Context: an optimization exercise on an open-source flow, tuned for small area and a short achievable clock period. The choices shown serve that exercise and are no tape-out recipe.
At most, simulation tests tie the RTL to the original design; equivalence was not proved.
Power and IR drop assume default switching activity.

==> job 5432 <==
Design systolic_array, start of the top module:
module systolic_array #(
  parameter int ROW_DIM = 4
) (
  input logic clk, rst,
  input logic en, clear,
  input logic signed [7:0] row0_in, row1_in, row2_in, row3_in,
  input logic signed [7:0] col0_in, col1_in, col2_in, col3_in,
  output logic signed [31:0] mac00, mac01, mac02, mac03,  
  output logic signed [31:0] mac10, mac11, mac12, mac13,
  output logic signed [31:0] mac20, mac21, mac22, mac23,
  output logic signed [31:0] mac30, mac31, mac32, mac33
);
==> module systolic_array, before the edit <==
module systolic_array #(
  parameter int ROW_DIM = 4
) (
  input logic clk, rst,
  input logic en, clear,
  input logic signed [7:0] row0_in, row1_in, row2_in, row3_in,
  input logic signed [7:0] col0_in, col1_in, col2_in, col3_in,
  output logic signed [31:0] mac00, mac01, mac02, mac03,  
  output logic signed [31:0] mac10, mac11, mac12, mac13,
  output logic signed [31:0] mac20, mac21, mac22, mac23,
  output logic signed [31:0] mac30, mac31, mac32, mac33
);
  logic [7:0] x1 [4], x2 [4], x3 [4];
  logic [3:1] valid;
  logic [7:0] col_in [4];
  assign col_in[0] = col0_in;
  assign col_in[1] = col1_in;
  assign col_in[2] = col2_in;
  assign col_in[3] = col3_in;
  always_ff @(posedge clk or posedge rst) begin
    if (rst) valid <= '0;
    else if (clear) valid <= '0;
    else if (en) valid <= {valid[2:1], 1'b1};
  end
  always_ff @(posedge clk) begin
    if (en) begin
      for (int c = 0; c < 4; c++) begin
        x1[c] <= col_in[c];
        x2[c] <= x1[c];
        x3[c] <= x2[c];
      end
    end
  end
  logic [7:0] b0 [4], b1 [4], b2 [4], b3 [4];
  always_comb begin
    for (int c = 0; c < 4; c++) begin
      b0[c] = col_in[c] & {8{en}};
      b1[c] = x1[c] & {8{en & valid[1]}};
      b2[c] = x2[c] & {8{en & valid[2]}};
      b3[c] = x3[c] & {8{en & valid[3]}};
    end
  end
  mac u00 (.clk, .rst, .clear, .a(row0_in), .b(b0[0]), .accumulate(mac00));
  mac u01 (.clk, .rst, .clear, .a(row1_in), .b(b1[0]),   .accumulate(mac01));
  mac u02 (.clk, .rst, .clear, .a(row2_in), .b(b2[0]),   .accumulate(mac02));
  mac u03 (.clk, .rst, .clear, .a(row3_in), .b(b3[0]),   .accumulate(mac03));
  mac u10 (.clk, .rst, .clear, .a(row0_in), .b(b0[1]), .accumulate(mac10));
  mac u11 (.clk, .rst, .clear, .a(row1_in), .b(b1[1]),   .accumulate(mac11));
  mac u12 (.clk, .rst, .clear, .a(row2_in), .b(b2[1]),   .accumulate(mac12));
  mac u13 (.clk, .rst, .clear, .a(row3_in), .b(b3[1]),   .accumulate(mac13));
  mac u20 (.clk, .rst, .clear, .a(row0_in), .b(b0[2]), .accumulate(mac20));
  mac u21 (.clk, .rst, .clear, .a(row1_in), .b(b1[2]),   .accumulate(mac21));
  mac u22 (.clk, .rst, .clear, .a(row2_in), .b(b2[2]),   .accumulate(mac22));
  mac u23 (.clk, .rst, .clear, .a(row3_in), .b(b3[2]),   .accumulate(mac23));
  mac u30 (.clk, .rst, .clear, .a(row0_in), .b(b0[3]), .accumulate(mac30));
  mac u31 (.clk, .rst, .clear, .a(row1_in), .b(b1[3]),   .accumulate(mac31));
  mac u32 (.clk, .rst, .clear, .a(row2_in), .b(b2[3]),   .accumulate(mac32));
  mac u33 (.clk, .rst, .clear, .a(row3_in), .b(b3[3]),   .accumulate(mac33));
endmodule
==> flow/config.mk <==
export PLATFORM = sky130hd
export DESIGN_NAME = systolic_array
export DESIGN_NICKNAME = systolic_array
export VERILOG_FILES = /design/flow/design.v
export SDC_FILE = /design/flow/constraint.sdc
export NUM_CORES = 4
export LEC_CHECK = 0
export CAP_MARGIN = 20
export CORE_MARGIN = 2
export CORE_UTILIZATION = 40
export SETUP_SLACK_MARGIN = 3.5
export SLEW_MARGIN = 20
export SYNTH_HIERARCHICAL = 1
==> flow/constraint.sdc <==
create_clock -name core_clock -period 9.0 [get_ports {clk}]
set_input_delay 1.8000 -clock core_clock [delete_from_list [all_inputs] [get_ports {clk}]]
set_output_delay 1.8000 -clock core_clock [all_outputs]
set_load 0.01 [all_outputs]
standard.sh (not shown) runs the stock make flow with config.mk's settings and CLKGATE_MAP_FILE= SYNTH_SCRIPT=/design/flow/synth_recipe.tcl, a recipe that flattens the netlist after the stock synthesis.
==> flow/flow/run.sh <==
#!/bin/bash
# Standard ORFS layout with three changes:
#  - after the standard synthesis, full adders are re-polarised (flow/fapol.py)
#    to drop most of the inverters Yosys leaves between them;
#  - input ports are buffered with buf_4 (flow/pre_place.tcl) and output
#    ports with buf_1, instead of the default buffer cell.
# Each tool's output goes to a log file of its own in this folder.
set -euo pipefail
R=orfs/results/${FLOW_PLATFORM}/systolic_array/base
bash standard.sh synth > synth.log 2>&1
python3 flow/fapol.py $R/1_2_yosys.v $R/1_2_yosys_pol.v > fapol.log 2>&1
cp $R/1_2_yosys.v 1_2_yosys_std.v
mv $R/1_2_yosys_pol.v $R/1_2_yosys.v
rm -f $R/1_synth.odb $R/1_synth.sdc
export PRE_GLOBAL_PLACE_TCL=$PWD/flow/pre_place.tcl
export BUFFER_PORTS_ARGS="-outputs -buffer_cell sky130_fd_sc_hd__buf_1"
bash standard.sh finish > layout.log 2>&1
Other scripts of this flow, unchanged in this note and not shown: flow/flow/fapol.py, flow/flow/pre_place.tcl
==> inputs of job 3846, as changes to job 5432 <==
--- a/flow/design.v
+++ b/flow/design.v
@@ -344,28 +344,32 @@
     end
   end
-  logic [7:0] b0 [4], b1 [4], b2 [4], b3 [4];
+  logic [7:0] a0, a1, a2, a3;
+  assign a0 = row0_in & {8{en}};
+  assign a1 = row1_in & {8{en}};
+  assign a2 = row2_in & {8{en}};
+  assign a3 = row3_in & {8{en}};
+  logic [7:0] b1 [4], b2 [4], b3 [4];
   always_comb begin
     for (int c = 0; c < 4; c++) begin
-      b0[c] = col_in[c] & {8{en}};
-      b1[c] = x1[c] & {8{en & valid[1]}};
-      b2[c] = x2[c] & {8{en & valid[2]}};
-      b3[c] = x3[c] & {8{en & valid[3]}};
+      b1[c] = x1[c] & {8{valid[1]}};
+      b2[c] = x2[c] & {8{valid[2]}};
+      b3[c] = x3[c] & {8{valid[3]}};
     end
   end
-  mac u00 (.clk, .rst, .clear, .a(row0_in), .b(b0[0]), .accumulate(mac00));
-  mac u01 (.clk, .rst, .clear, .a(row1_in), .b(b1[0]),   .accumulate(mac01));
-  mac u02 (.clk, .rst, .clear, .a(row2_in), .b(b2[0]),   .accumulate(mac02));
-  mac u03 (.clk, .rst, .clear, .a(row3_in), .b(b3[0]),   .accumulate(mac03));
-  mac u10 (.clk, .rst, .clear, .a(row0_in), .b(b0[1]), .accumulate(mac10));
-  mac u11 (.clk, .rst, .clear, .a(row1_in), .b(b1[1]),   .accumulate(mac11));
-  mac u12 (.clk, .rst, .clear, .a(row2_in), .b(b2[1]),   .accumulate(mac12));
-  mac u13 (.clk, .rst, .clear, .a(row3_in), .b(b3[1]),   .accumulate(mac13));
-  mac u20 (.clk, .rst, .clear, .a(row0_in), .b(b0[2]), .accumulate(mac20));
-  mac u21 (.clk, .rst, .clear, .a(row1_in), .b(b1[2]),   .accumulate(mac21));
-  mac u22 (.clk, .rst, .clear, .a(row2_in), .b(b2[2]),   .accumulate(mac22));
-  mac u23 (.clk, .rst, .clear, .a(row3_in), .b(b3[2]),   .accumulate(mac23));
-  mac u30 (.clk, .rst, .clear, .a(row0_in), .b(b0[3]), .accumulate(mac30));
-  mac u31 (.clk, .rst, .clear, .a(row1_in), .b(b1[3]),   .accumulate(mac31));
-  mac u32 (.clk, .rst, .clear, .a(row2_in), .b(b2[3]),   .accumulate(mac32));
-  mac u33 (.clk, .rst, .clear, .a(row3_in), .b(b3[3]),   .accumulate(mac33));
+  mac u00 (.clk, .rst, .clear, .a(a0), .b(col0_in), .accumulate(mac00));
+  mac u01 (.clk, .rst, .clear, .a(a1), .b(b1[0]),   .accumulate(mac01));
+  mac u02 (.clk, .rst, .clear, .a(a2), .b(b2[0]),   .accumulate(mac02));
+  mac u03 (.clk, .rst, .clear, .a(a3), .b(b3[0]),   .accumulate(mac03));
+  mac u10 (.clk, .rst, .clear, .a(a0), .b(col1_in), .accumulate(mac10));
+  mac u11 (.clk, .rst, .clear, .a(a1), .b(b1[1]),   .accumulate(mac11));
+  mac u12 (.clk, .rst, .clear, .a(a2), .b(b2[1]),   .accumulate(mac12));
+  mac u13 (.clk, .rst, .clear, .a(a3), .b(b3[1]),   .accumulate(mac13));
+  mac u20 (.clk, .rst, .clear, .a(a0), .b(col2_in), .accumulate(mac20));
+  mac u21 (.clk, .rst, .clear, .a(a1), .b(b1[2]),   .accumulate(mac21));
+  mac u22 (.clk, .rst, .clear, .a(a2), .b(b2[2]),   .accumulate(mac22));
+  mac u23 (.clk, .rst, .clear, .a(a3), .b(b3[2]),   .accumulate(mac23));
+  mac u30 (.clk, .rst, .clear, .a(a0), .b(col3_in), .accumulate(mac30));
+  mac u31 (.clk, .rst, .clear, .a(a1), .b(b1[3]),   .accumulate(mac31));
+  mac u32 (.clk, .rst, .clear, .a(a2), .b(b2[3]),   .accumulate(mac32));
+  mac u33 (.clk, .rst, .clear, .a(a3), .b(b3[3]),   .accumulate(mac33));
 endmodule
- CORE_UTILIZATION: 40 -> 60
- CTS_BUF_LIST: not set -> sky130_fd_sc_hd__clkbuf_4 sky130_fd_sc_hd__clkbuf_8
==> qor summary <==
| item | job 3846 | job 5432 |
|---|---|---|
| Worst Skew | 0.04756 ns | 0.03424 ns |
| Crit path required time | 9.64 ns | 9.61 ns |
| Die width | 328.3 um | 401.3 um |
| Buffers outside the clock class | 644 | 715 |
| Maximum fanout encountered on the critical timing path | 16 | 8 |
| Share of power burned in registers | 21.1% | 20.6% |
| Nets in the synthesized netlist | 7293 | 7303 |
| Highest ir drop seen on vdd | 0.0003554 V | 0.0003124 V |
| Power, Total | 24.40 mW | 25.33 mW |
| Worst reg2reg path startpoint | valid[1] | valid[3] |
| Layout area overhead | 13.32% | 16.40% |
| F_max | 181.4 MHz | 179.0 MHz |
| Highest routing layer actually used | met5 | met4 |
| Post-synthesis instance area | 63100 um2 | 63130 um2 |
| Comb power frac | 65.1% | 65.0% |
| Internal Pwr Total | 13.36 mW | 13.90 mW |
| Run status | finished clean | finished clean |
| Met3 routing resource usage after global routing | 7.417% | 4.816% |
| Critical hold path startpoint | x2[0][6] | x2[0][0] |
Function not checked in job 5432: the RTL went through the layout flow alone.

## port drivers added, routing unchanged
The flow's constraints put no driver on any port. The routed layouts listed below were extracted and timed again, unchanged, in two steps. Step 1, drivers: a clkbuf_16 drives clk and a buf_2 each remaining input, both assumed. Step 2 times the ports against the registers' clock, not the clock port: input delays grow and output delays shrink by t, the midpoint of the rising clock arrivals with the driver on. Three values: ideal ports, drivers, drivers and shift; two values: the first two.
| run | t, ns | setup WS [ns] | worst hold slack (ns) | worst slew at a driven data input, ns |
|---|---|---|---|---|
| job 5432 | 0.774 | 3.413 / 3.315 / 2.541 | 0.461 / 0.461 / 0.461 | 0.18 |
| job 3846 | 0.879 | 3.489 / 3.227 / 2.348 | 0.433 / 0.433 / 0.433 | 0.35 |
After both steps setup and hold are still met in every run listed. For job 3846, which loses most, drivers alone change the setup slack by -0.262 ns; drivers and shift together by -1.141 ns.
